Context: an optimization exercise on an open-source flow, tuned for small area and a short achievable clock period. The choices shown serve that exercise and are no tape-out recipe.
No run shown here included a check of the RTL's function; only the layout flow was run.
Power and IR drop assume default switching activity.

==> design.v <==
module vlate(a3, b31, x31, b32, x32, b33, s, c);
  input [7:0] a3, b31, x31, b32, x32, b33;
  output [7:0] s, c;
  function [15:0] csa;   
    input [7:0] x, y, z;
    csa = {x ^ y ^ z, ((x & y) | (x & z) | (y & z)) << 1};
  endfunction
  wire [7:0] r [0:23];
  genvar g;
  generate for (g = 0; g < 8; g = g + 1) begin: pp
    assign r[g]      = (a3  & {8{b31[g]}}) << g;
    assign r[g + 8]  = (x31 & {8{b32[g]}}) << g;
    assign r[g + 16] = (x32 & {8{b33[g]}}) << g;
  end endgenerate
  wire [7:0] l1 [0:15];
  generate for (g = 0; g < 8; g = g + 1) begin: L1
    assign {l1[2*g], l1[2*g+1]} = csa(r[3*g], r[3*g+1], r[3*g+2]);
  end endgenerate
  wire [7:0] l2 [0:10];
  generate for (g = 0; g < 5; g = g + 1) begin: L2
    assign {l2[2*g], l2[2*g+1]} = csa(l1[3*g], l1[3*g+1], l1[3*g+2]);
  end endgenerate
  assign l2[10] = l1[15];
  wire [7:0] l3 [0:7];
  generate for (g = 0; g < 3; g = g + 1) begin: L3
    assign {l3[2*g], l3[2*g+1]} = csa(l2[3*g], l2[3*g+1], l2[3*g+2]);
  end endgenerate
  assign l3[6] = l2[9]; assign l3[7] = l2[10];
  wire [7:0] l4 [0:5];
  generate for (g = 0; g < 2; g = g + 1) begin: L4
    assign {l4[2*g], l4[2*g+1]} = csa(l3[3*g], l3[3*g+1], l3[3*g+2]);
  end endgenerate
  assign l4[4] = l3[6]; assign l4[5] = l3[7];
  wire [7:0] l5 [0:3];
  generate for (g = 0; g < 2; g = g + 1) begin: L5
    assign {l5[2*g], l5[2*g+1]} = csa(l4[3*g], l4[3*g+1], l4[3*g+2]);
  end endgenerate
  wire [7:0] l6a, l6b;
  assign {l6a, l6b} = csa(l5[0], l5[1], l5[2]);
  assign {s, c} = csa(l6a, l6b, l5[3]);
endmodule
module sernext(p, a, b, y);
  input [7:0] p, a, b;
  output [7:0] y;
  assign y = p + a * b;
endmodule
module add3(x, y, z, o);
  input [7:0] x, y, z;
  output [7:0] o;
  function [15:0] csa;   
    input [7:0] x, y, z;
    csa = {x ^ y ^ z, ((x & y) | (x & z) | (y & z)) << 1};
  endfunction
  wire [7:0] s, c;
  assign {s, c} = csa(x, y, z);
  assign o = s + c;
endmodule
module computation_module(clk, rst, a_1, a_2, a_3, b_1, b_2, b_3, P1_en, P2_en, mux_reset, c_sel, sel_m, out);
  input clk, rst;
  input [7:0] a_1, a_2, a_3;
  input [7:0] b_1, b_2, b_3;
  input [1:0] sel_m;
  input mux_reset, P1_en;
  input [2:0] c_sel;
  input [1:0] P2_en;
  output reg [7:0] out;
  wire e_s = sel_m == 2'b01, e_3 = sel_m == 2'b10, e_2 = sel_m == 2'b11;
  reg [1:0] sd1, sd2, sd3;
  reg [7:0] X11, X12, X13, X21, X22, X23, X31, X32;
  reg [7:0] B11, B12, B13, B21, B22, B23, B31, B32, B33;
  reg [7:0] D11, D12, D21, D22;
  reg [7:0] PPQ, PPS;
  reg [7:0] Rs, Q, Vs, Vc;
  reg [7:0] c0, c1, c2, c3, T;
  wire g3_1 = sd1 == 2'b10, g2_1 = sd1 == 2'b11;
  wire g3_2 = sd2 == 2'b10, g2_2 = sd2 == 2'b11;
  wire g3_3 = sd3 == 2'b10;
  wire [7:0] BB11 = g3_1 ? B11 : g2_1 ? D11 : 8'd0;
  wire [7:0] BB12 = g3_2 ? B12 : g2_2 ? D12 : 8'd0;
  wire [7:0] BB13 = g3_3 ? B13 : 8'd0;
  wire [7:0] BB21 = g3_1 ? B21 : g2_1 ? D21 : 8'd0;
  wire [7:0] BB22 = g3_2 ? B22 : g2_2 ? D22 : 8'd0;
  wire [7:0] BB23 = g3_3 ? B23 : 8'd0;
  wire [7:0] M11 = X11 * BB11, M12 = X12 * BB12, M13 = X13 * BB13;
  wire [7:0] M21 = X21 * BB21, M22 = X22 * BB22, M23 = X23 * BB23;
  wire [7:0] M3_11 = sd1[0] ? 8'd0 : M11, M2_11 = sd1[0] ? M11 : 8'd0;
  wire [7:0] M3_12 = sd2[0] ? 8'd0 : M12, M2_12 = sd2[0] ? M12 : 8'd0;
  wire [7:0] M3_21 = sd1[0] ? 8'd0 : M21, M2_21 = sd1[0] ? M21 : 8'd0;
  wire [7:0] M3_22 = sd2[0] ? 8'd0 : M22, M2_22 = sd2[0] ? M22 : 8'd0;
  wire [7:0] PPQn = M3_11 + M3_12 + M13;
  wire [7:0] PPSn = M2_11 + M2_12;
  wire [7:0] Qn = PPQ + M3_21 + M3_22 + M23;
  wire [7:0] S = PPS + M2_21 + M2_22;
  wire [7:0] Bn31 = P1_en ? B21 : B31;
  wire [7:0] Bn32 = P1_en ? B22 : B32;
  wire [7:0] Bn33 = P1_en ? B23 : B33;
  wire [7:0] Bn31g = e_3 ? Bn31 : 8'd0;
  wire [7:0] X31g = g3_1 ? X31 : 8'd0;
  wire [7:0] X32g = g3_2 ? X32 : 8'd0;
  wire [7:0] Vsn, Vcn;
  vlate u_v(a_3, Bn31g, X31g, Bn32, X32g, Bn33, Vsn, Vcn);
  wire [7:0] b1s = e_s ? b_1 : 8'd0;
  wire [7:0] Rsn;
  sernext u_r(mux_reset ? 8'd0 : Rs, a_1, b1s, Rsn);
  reg [7:0] slot;
  always @(*) case (c_sel[1:0])
    2'd0: slot = c0; 2'd1: slot = c1; 2'd2: slot = c2; default: slot = c3;
  endcase
  wire [7:0] acc = slot + S;
  always @(posedge clk or posedge rst) begin
    if (rst) begin
      sd1 <= 0; sd2 <= 0; sd3 <= 0;
      X11 <= 0; X12 <= 0; X13 <= 0; X21 <= 0; X22 <= 0; X23 <= 0; X31 <= 0; X32 <= 0;
      B11 <= 0; B12 <= 0; B13 <= 0; B21 <= 0; B22 <= 0; B23 <= 0; B31 <= 0; B32 <= 0; B33 <= 0;
      D11 <= 0; D12 <= 0; D21 <= 0; D22 <= 0;
      PPQ <= 0; PPS <= 0;
      Rs <= 0; Q <= 0; Vs <= 0; Vc <= 0;
      c0 <= 0; c1 <= 0; c2 <= 0; c3 <= 0; T <= 0;
    end else begin
      sd1 <= sel_m; sd2 <= sd1; sd3 <= sd2;
      X11 <= a_1; X12 <= X11; X13 <= X12;
      X21 <= a_2; X22 <= X21; X23 <= X22;
      X31 <= a_3; X32 <= X31;
      if (P1_en) begin
        B11 <= e_3 ? b_1 : 8'd0; B12 <= e_3 ? b_2 : 8'd0; B13 <= e_3 ? b_3 : 8'd0;
        B21 <= B11; B22 <= B12; B23 <= B13;
      end
      B31 <= Bn31; B32 <= Bn32; B33 <= Bn33;
      if (P2_en[0]) begin D11 <= e_2 ? b_1 : 8'd0; D12 <= e_2 ? b_2 : 8'd0; end
      if (P2_en[1]) begin D21 <= D11; D22 <= D12; end
      PPQ <= PPQn; PPS <= PPSn;
      Rs <= Rsn; Q <= Qn; Vs <= Vsn; Vc <= Vcn;
      if (c_sel[2]) begin
        T <= acc;
        case (c_sel[1:0])
          2'd0: c0 <= acc; 2'd1: c1 <= acc; 2'd2: c2 <= acc; default: c3 <= acc;
        endcase
      end else T <= 8'd0;
    end
  end
  wire [7:0] o3;
  add3 u_o3(Q, Vs, Vc, o3);
  always @(*) case (sel_m)
    2'b00: out = 8'd0;
    2'b01: out = Rs;
    2'b10: out = o3;
    default: out = T;
  endcase
endmodule
==> flow/run.sh <==
#!/bin/bash
set -euo pipefail
cd "$(dirname "$0")/.."
bash standard.sh ADDER_MAP_FILE= SETUP_SLACK_MARGIN=5.8 "BUFFER_PORTS_ARGS=-buffer_cell sky130_fd_sc_hd__buf_4" finish > standard_flow.log 2>&1
==> standard.sh <==
#!/bin/bash
# synth_recipe.tcl (not shown) runs the flow's synth.tcl, then flattens the netlist and writes it again
# the make line also repeats each setting of config.mk as NAME=value (left out here)
make -C /OpenROAD-flow-scripts/flow DESIGN_CONFIG=/design/flow/config.mk WORK_HOME=/design/flow/orfs CLKGATE_MAP_FILE= SYNTH_SCRIPT=/design/flow/synth_recipe.tcl "${@:-finish}"
==> config.mk <==
export PLATFORM = sky130hd
export DESIGN_NAME = computation_module
export DESIGN_NICKNAME = computation_module
export VERILOG_FILES = /design/flow/design.v
export SDC_FILE = /design/flow/constraint.sdc
export NUM_CORES = 4
export LEC_CHECK = 0
export ABC_AREA = 1
export CAP_MARGIN = 20
export CORE_MARGIN = 2
export CORE_UTILIZATION = 60
export SLEW_MARGIN = 20
==> constraint.sdc <==
create_clock -name core_clock -period 11.0 [get_ports {clk}]
set_input_delay 2.2000 -clock core_clock [delete_from_list [all_inputs] [get_ports {clk}]]
set_output_delay 2.2000 -clock core_clock [all_outputs]
set_load 0.01 [all_outputs]
==> results of run 1 <==
-- power breakdown --
part	internal [W]	switching, W	leakage, nW
logic	0.000455	0.000833	9.29
registers	0.00109	0.000101	3.26
clock network	0.000647	0.000424	0.509
total	0.00219	0.00136	13.1
-- critical path, delay by kind of cell (launching register included) --
kind / cells / cell delay [ns]
compound gates: 6 / 0.95
buf+inv: 1 / 0.18
xor+xnor: 1 / 0.27
simple gates: 6 / 0.98
flops: 1 / 0.42
-- through the flow --
step           setup WS, ns  std cells
2_1_floorplan          5.39       3700
3_3_place_gp           4.23       4229
3_5_place_dp           4.14       4229
4_1_cts                5.67       4303
5_1_grt                5.26       4327
6_report               5.42       4327
-- synthesized netlist by cell type (25+ instances only) --
cell / instances
xor2_1: 171
inv_1: 569
dfrtp_1: 259
or2_1: 25
nand2_2: 25
o21ai_1: 40
nand3_2: 28
o22ai_1: 26
inv_2: 39
nand4_1: 40
xnor2_1: 93
a21oi_1: 63
nor2_1: 393
clkbuf_1: 28
or2_2: 33
nand2_1: 1131
nand3_1: 319
o21ai_0: 206
-- worst min path at each step --
stage | endpoint | start
after global routing | X32[3]$_DFF_PP0_ | X31[3]$_DFF_PP0_
after detailed placement | X32[3]$_DFF_PP0_ | X31[3]$_DFF_PP0_
final | X32[3]$_DFF_PP0_ | X31[3]$_DFF_PP0_
after CTS | X32[3]$_DFF_PP0_ | X31[3]$_DFF_PP0_
after global placement | X32[0]$_DFF_PP0_ | X31[0]$_DFF_PP0_
after floorplan | X12[2]$_DFF_PP0_ | X11[2]$_DFF_PP0_
-- cell type report --
type                    instances  area (sq um)  area share (%)
clock buffers                  43           881            3.36
flip-flops and latches        259          6490            24.8
repair inverters                2          12.5          0.0478
well taps                     511           639            2.44
repair buffers                112          1100            4.20
inverters                     616          2380            9.08
clock inverters                11           168           0.640
multi-input cells            2773         14500            55.4
-- cell families (layout without fill, tap and decap cells) --
logic type,count (synthesis),in the layout,share of synthesized area [%]
flops,259,259,28.1
simple gates,2080,2081,39.2
xor+xnor,272,272,10.7
buf+inv,669,784,11.3
compound gates,413,413,10.4
fa+ha+maj,7,7,0.326
-- what timing repair did --
| action | 4_1_cts | 5_1_grt |
|---|---|---|
| cloned | 7 | 2 |
| pin swaps | 8 | 33 |
| endpoints found under the hold margin | 0 | 0 |
| setup buffers | 13 | 22 |
| resized for setup | 46 | 101 |
| endpoints found under the setup margin | 32 | 44 |
-- layer usage --
metal / vias up / GRT usage, %
met5: - / 0
met4: 2 / 12.3
met3: 156 / 4.92
met2: 797 / 57.5
met1: 10800 / 44.4
li1: 11700 / -
==> impl_metrics.env, run 1 <==
export IMPL_cellLeakagePower_nw=13.1
export IMPL_maxSlewViolCount=0
export IMPL_cts_made_buffers=30
export IMPL_dr_pass1_iters=7
export IMPL_synth_seq_area_share_pct=28.1
export IMPL_crit_path_top_delay_cell="dfrtp_1"
export IMPL_wl_per_cell_microns=16.0
export IMPL_grt_pass1_vias=21300
export IMPL_clkTransAtPathRegs_ns=0.06
export IMPL_rrSetupSlack_ns=6.22
export IMPL_drcViolationCount=0
export IMPL_drt_iter0_markers=1935
export IMPL_num_antenna_cells=0
export IMPL_drt_met1_wl_mm=29.5
export IMPL_grt_max_degree=179
export IMPL_area_delta_synth_final_pct=13.7
export IMPL_crit_fanout=3
export IMPL_layout_common_cells="nand2_1 (1109), inv_1 (567), nor2_1 (373)"
export IMPL_globalplace_congestion=0.933
export IMPL_grt_pass1_wl_mm=107
export IMPL_yosys_area_top_type="dfrtp_1"
export IMPL_startpoint_type="flop"
export IMPL_post_dp_cell_area_sq_um=24000
export IMPL_ir_drop_uv=130
export IMPL_cts_path_max_buffers=3
export IMPL_r2r_start="sd1[0]$_DFF_PP0_"
export IMPL_wl_met2_mm=32.4
export IMPL_worst_slew_pin_slew_ns=1.11
export IMPL_grtUsageTotal_pct=34.0
export IMPL_yosysWarnings=3
export IMPL_cts_htree_levels=1
export IMPL_setup_worst_path_end="out[7]"
export IMPL_power_density_nw_per_um2=136
export IMPL_nets=3853
export IMPL_max_cap_violations=0
export IMPL_antenna_found_initial=1
export IMPL_synth_main_ff_cell="dfrtp_1"
export IMPL_top_layer="met5"
export IMPL_drive_gt1_share_pct=11.9
export IMPL_slowest_delay_ns=0.42
export IMPL_path_class="reg -> out"
export IMPL_status="complete, no violations"
export IMPL_initial_core_util_pct=61.0
export IMPL_synth_edff_count=0
export IMPL_fmax_ghz=0.179
export IMPL_holdWs_ns=0.370
export IMPL_ant_nets=0
export IMPL_hold_class="reg -> reg"
export IMPL_endpoint_kind="primary output"
export IMPL_cp_arrival_ns=3.38
export IMPL_route_met3_wl_mm=4.89
export IMPL_clk_latency_ns=0.58
export IMPL_syn_area_sq_um=23000
export IMPL_cts_tree="done"
export IMPL_fp_dieW_microns=200
export IMPL_ios=67
export IMPL_grt_overflow=0
export IMPL_root_buffer="clkbuf_16"
export IMPL_hold_viol=0
export IMPL_p_total_w=0.00355
export IMPL_final_cell_area_sq_um=26200
export IMPL_reg2regPathDepth=33
export IMPL_syn_instance_count=3700
export IMPL_rsz0062_at_grt="true"
export IMPL_cts_num_sinks=259
export IMPL_async_flop_share_pct=100
export IMPL_wl_mm=69.4
export IMPL_viasPerCell=5.43
export IMPL_rows=71
export IMPL_rr_endpoint="PPQ[7]$_DFF_PP0_"
export IMPL_die_h_microns=200
export IMPL_crit_chain="nand2_1 > a21oi_4 > o21ai_0 > nand3_1 > nand4_1 > a21oi_2 > a31oi_2 > nor2_2 > a31oi_2 > nor2_1 > nor2_1 > xor2_1 > o221ai_2 > buf_4"
export IMPL_crit_required_ns=8.80
export IMPL_coreArea_sq_um=37800
export IMPL_final_common_cell="nand2_1"
export IMPL_ctsHoldBuffers=0
export IMPL_synth_cell_types=64
export IMPL_setup_viol=0
export IMPL_synth_top_area_share_pct=28.1
export IMPL_critPathLaunch="Q[3]$_DFF_PP0_"
export IMPL_hold_depth=0
export IMPL_slew_headroom_pct=26.0
export IMPL_nFillCells=3325
export IMPL_netlist_top_cells_area="dfrtp_1 (28%), nand2_1 (18%), inv_1 (9.3%), nand3_1 (6.9%), xor2_1 (6.5%)"
export IMPL_utilization_pct=69.3
export IMPL_synth_seq_cells=259
export IMPL_vias=23500
export IMPL_syn_num_nets=3759
export IMPL_dp_hpwl_mm=51.9
export IMPL_numPortBuffers=66
export IMPL_setup_tns_ns=0
export IMPL_period_needed_ns=5.58
export IMPL_synth_area_per_cell_sq_um=6.22
export IMPL_finClkSkew_ns=0.0162
export IMPL_dieArea_sq_um=40000
export IMPL_fin_crit_sh_pct=50.7
==> run 2: changes to the inputs <==
==> flow/run.sh (replaced) <==
#!/bin/bash
set -euo pipefail
cd "$(dirname "$0")/.."
bash standard.sh ADDER_MAP_FILE= SETUP_SLACK_MARGIN=6.2 "BUFFER_PORTS_ARGS=-buffer_cell sky130_fd_sc_hd__buf_4" finish > standard_flow.log 2>&1
==> run 2 against run 1 <==
Sequential share of layout area fell by 0.85 points. Critical path depth decreased by 6. Setup slack better by 0.15 ns. Synthesized cell count did not move. Global-route usage decreased by 0.14 points. Highest routed layer is now met4. Largest power group unchanged. Area after synthesis unchanged. Register-to-register slack gained 0.24 ns. Final cell count increased by 1.0%. Clock power fell by 7%. Clock skew rose by 0.0080 ns. Combinational power is 5% higher. Sequential power about the same.
==> impl_metrics.env, run 2 <==
export IMPL_status="complete, no violations"
export IMPL_root_buffer="clkbuf_16"
export IMPL_clkTransAtPathRegs_ns=0.06
export IMPL_rsz0062_at_grt="true"
export IMPL_die_h_microns=200
export IMPL_viasPerCell=5.48
export IMPL_nFillCells=3145
export IMPL_numPortBuffers=66
export IMPL_reg2regPathDepth=32
export IMPL_path_delay_family="compound AO/OA/AOI/OAI gates"
export IMPL_netlist_top_cells_area="dfrtp_1 (28%), nand2_1 (18%), inv_1 (9.3%), nand3_1 (6.9%), xor2_1 (6.5%)"
export IMPL_rows=71
export IMPL_path_buf_inv=4
export IMPL_crit_fanout=3
export IMPL_worst_slack_ns=5.57
export IMPL_cellLeakagePower_nw=13.4
export IMPL_setup_viol=0
export IMPL_synth_common_cells="nand2_1 (1131), inv_1 (569), nor2_1 (393)"
export IMPL_r2r_start="sd1[0]$_DFF_PP0_"
export IMPL_cts_tree="done"
export IMPL_drive_gt1_share_pct=16.2
export IMPL_hold_depth=0
export IMPL_hold_class="reg -> reg"
export IMPL_fp_dieW_microns=200
export IMPL_synth_area_per_cell_sq_um=6.22
export IMPL_globalplace_congestion=0.945
export IMPL_syn_instance_count=3700
export IMPL_slowest_delay_ns=0.21
export IMPL_synth_cell_types=64
export IMPL_syn_num_nets=3759
export IMPL_synth_main_ff_cell="dfrtp_1"
export IMPL_dieArea_sq_um=40000
export IMPL_rr_endpoint="Q[7]$_DFF_PP0_"
export IMPL_wl_per_cell_microns=16.2
export IMPL_cts_made_buffers=29
export IMPL_hold_viol=0
export IMPL_cp_arrival_ns=3.23
export IMPL_async_flop_share_pct=100
export IMPL_clk_latency_ns=0.59
export IMPL_synth_seq_cells=259
export IMPL_grt_pass1_wl_mm=107
export IMPL_synth_top_area_share_pct=28.1
export IMPL_cts_htree_levels=1
export IMPL_yosysWarnings=3
export IMPL_setup_tns_ns=0
export IMPL_final_common_cell="nand2_1"
export IMPL_max_cap_violations=0
export IMPL_ant_nets=0
export IMPL_dp_hpwl_mm=52.2
export IMPL_synth_seq_area_share_pct=28.1
export IMPL_vias=24000
export IMPL_post_dp_cell_area_sq_um=24100
export IMPL_synth_most_common_cell="nand2_1"
export IMPL_drt_iter0_markers=1804
export IMPL_grt_max_degree=73
export IMPL_power_density_nw_per_um2=131
export IMPL_grt_overflow=0
export IMPL_yosys_area_top_type="dfrtp_1"
export IMPL_wl_mm=71.0
export IMPL_coreArea_sq_um=37800
export IMPL_initial_core_util_pct=61.0
export IMPL_nets=3897
export IMPL_crit_path_top_delay_cell="a221o_1"
export IMPL_startpoint_type="input pin"
export IMPL_drcViolationCount=0
export IMPL_cts_num_sinks=259
export IMPL_finClkSkew_ns=0.0241
export IMPL_ctsHoldBuffers=0
export IMPL_endpoint_kind="primary output"
export IMPL_syn_area_sq_um=23000
export IMPL_worst_slew_pin_slew_ns=0.968
export IMPL_ir_drop_uv=131
export IMPL_holdPathEnd="X32[0]$_DFF_PP0_"
export IMPL_path_class="in -> out"
export IMPL_rrSetupSlack_ns=6.46
export IMPL_period_needed_ns=5.43
export IMPL_grt_pass1_vias=21800
export IMPL_cts_path_max_buffers=3
export IMPL_layout_common_cells="nand2_1 (1071), inv_1 (560), nor2_1 (349)"
export IMPL_area_delta_synth_final_pct=17.8
export IMPL_slew_headroom_pct=35.4
export IMPL_synth_edff_count=0
export IMPL_grtUsageTotal_pct=33.9
export IMPL_fin_crit_sh_pct=49.3
export IMPL_min_from="X31[0]$_DFF_PP0_"
export IMPL_pre_cts_ws_ns=4.47
export IMPL_maxSlewViolCount=0
export IMPL_antenna_found_initial=0
export IMPL_fmax_ghz=0.184
export IMPL_ios=67
export IMPL_crit_required_ns=8.80
export IMPL_dr_pass1_iters=6
export IMPL_crit_chain="buf_12 > inv_16 > nor2_4 > buf_4 > o21ai_1 > a21oi_1 > a221o_1 > buf_6"
export IMPL_final_cell_area_sq_um=27100
[run 2: cell counts after synthesis]
Identical to the previous run, type by type.
[run 2: what timing repair did]
item / 4_1_cts / 5_1_grt
pin swaps: 43 / 75
buffers inserted: 29 / 51
setup endpoints to repair: 35 / 50
cloned: 2 / 5
resized for setup: 84 / 211
[run 2: routing by layer]
layer | global-route usage, % | wire, microns
met4 | 16.1 | 3710
met3 | 4.44 | 4740
met2 | 58.0 | 33700
met1 | 42.4 | 28800
met5 | 0 | 0
[run 2: worst max-delay path by stage]
stage          startpoint                  to  cells after the start
2_1_floorplan         rst  B11[0]$_DFFE_PP0P_                      1
3_3_place_gp        P1_en     Vs[6]$_DFF_PP0_                     18
3_5_place_dp        P1_en     Vs[6]$_DFF_PP0_                     18
4_1_cts          sel_m[1]              out[2]                      7
5_1_grt          sel_m[1]     Vs[4]$_DFF_PP0_                     31
6_report         sel_m[1]              out[2]                      8
[run 2: report_power, final]
group          total (W)  internal (W)  switching (W)
registers        0.00119       0.00109       0.000104
clock network    0.00100      0.000580       0.000424
logic            0.00136      0.000487       0.000876
[run 2: area by class of cell]
cell class,count,area (sq um),share of cell area [%]
clock inverters,15,163,0.600
clock buffers,37,796,2.93
repair inverters,1,11.3,0.0415
multi-input cells,2775,15200,55.9
repair buffers,156,1440,5.32
well taps,511,639,2.36
inverters,616,2410,8.90
diodes,1,2.50,0.00923
flip-flops and latches,259,6490,23.9
[run 2: worst reg2reg max path, delay by kind of cell (launching register included)]
family	cells	cell delay (ns)
compound gates	2	0.37
xor+xnor	1	0.19
buf+inv	4	0.53
flops	1	0.43
simple gates	25	2.86
[run 2: stage by stage]
step           utilization, %  hold WS [ns]  std cells  power, W
2_1_floorplan               -         0.352       3700   0.00203
3_3_place_gp             63.9         0.363       4231   0.00232
3_5_place_dp             63.9         0.372       4231   0.00235
4_1_cts                  68.3         0.382       4314   0.00343
5_1_grt                  71.8         0.388       4370   0.00375
6_report                 71.8         0.375       4371   0.00356
[run 2: kinds of logic after synthesis]
kind of cell | share of synthesized area (%)
adders and majority gates | 0.326
buffers and inverters | 11.3
and+or+nand+nor | 39.2
xor gates and xnor gates | 10.7
AOI/OAI and AO/OA | 10.4
DFF | 28.1

-- static timing again, ports no longer ideal --
How much do the figures lean on ideal ports? The routed layouts below were timed once more, with nothing changed but the port constraints.
Step 1, drivers: a clkbuf_16 drives clk and a buf_2 each remaining input, both assumed.
Step 2 adds t to the input delays and takes it off the output delays; t is the mean of the earliest and latest rising clock arrival at the registers after step 1. Input paths then give back, and output paths get back, about the clock's delay inside the block.
a / b / c = ideal / step 1 / step 2; a / b = the first two.
| run | t (ns) | setup WS [ns] | slew at the worst register clock pin (ns) | pins driven straight from the clock port |
|---|---|---|---|---|
| run 1 | 0.630 | 5.422 / 5.366 / 4.818 | 0.07 / 0.07 | 1 |
| run 2 | 0.633 | 5.573 / 5.512 / 5.041 | 0.07 / 0.07 | 1 |
After both steps setup and hold are still met in every run listed. For run 1, which loses most, drivers alone change the setup slack by -0.056 ns; drivers and shift together by -0.604 ns.
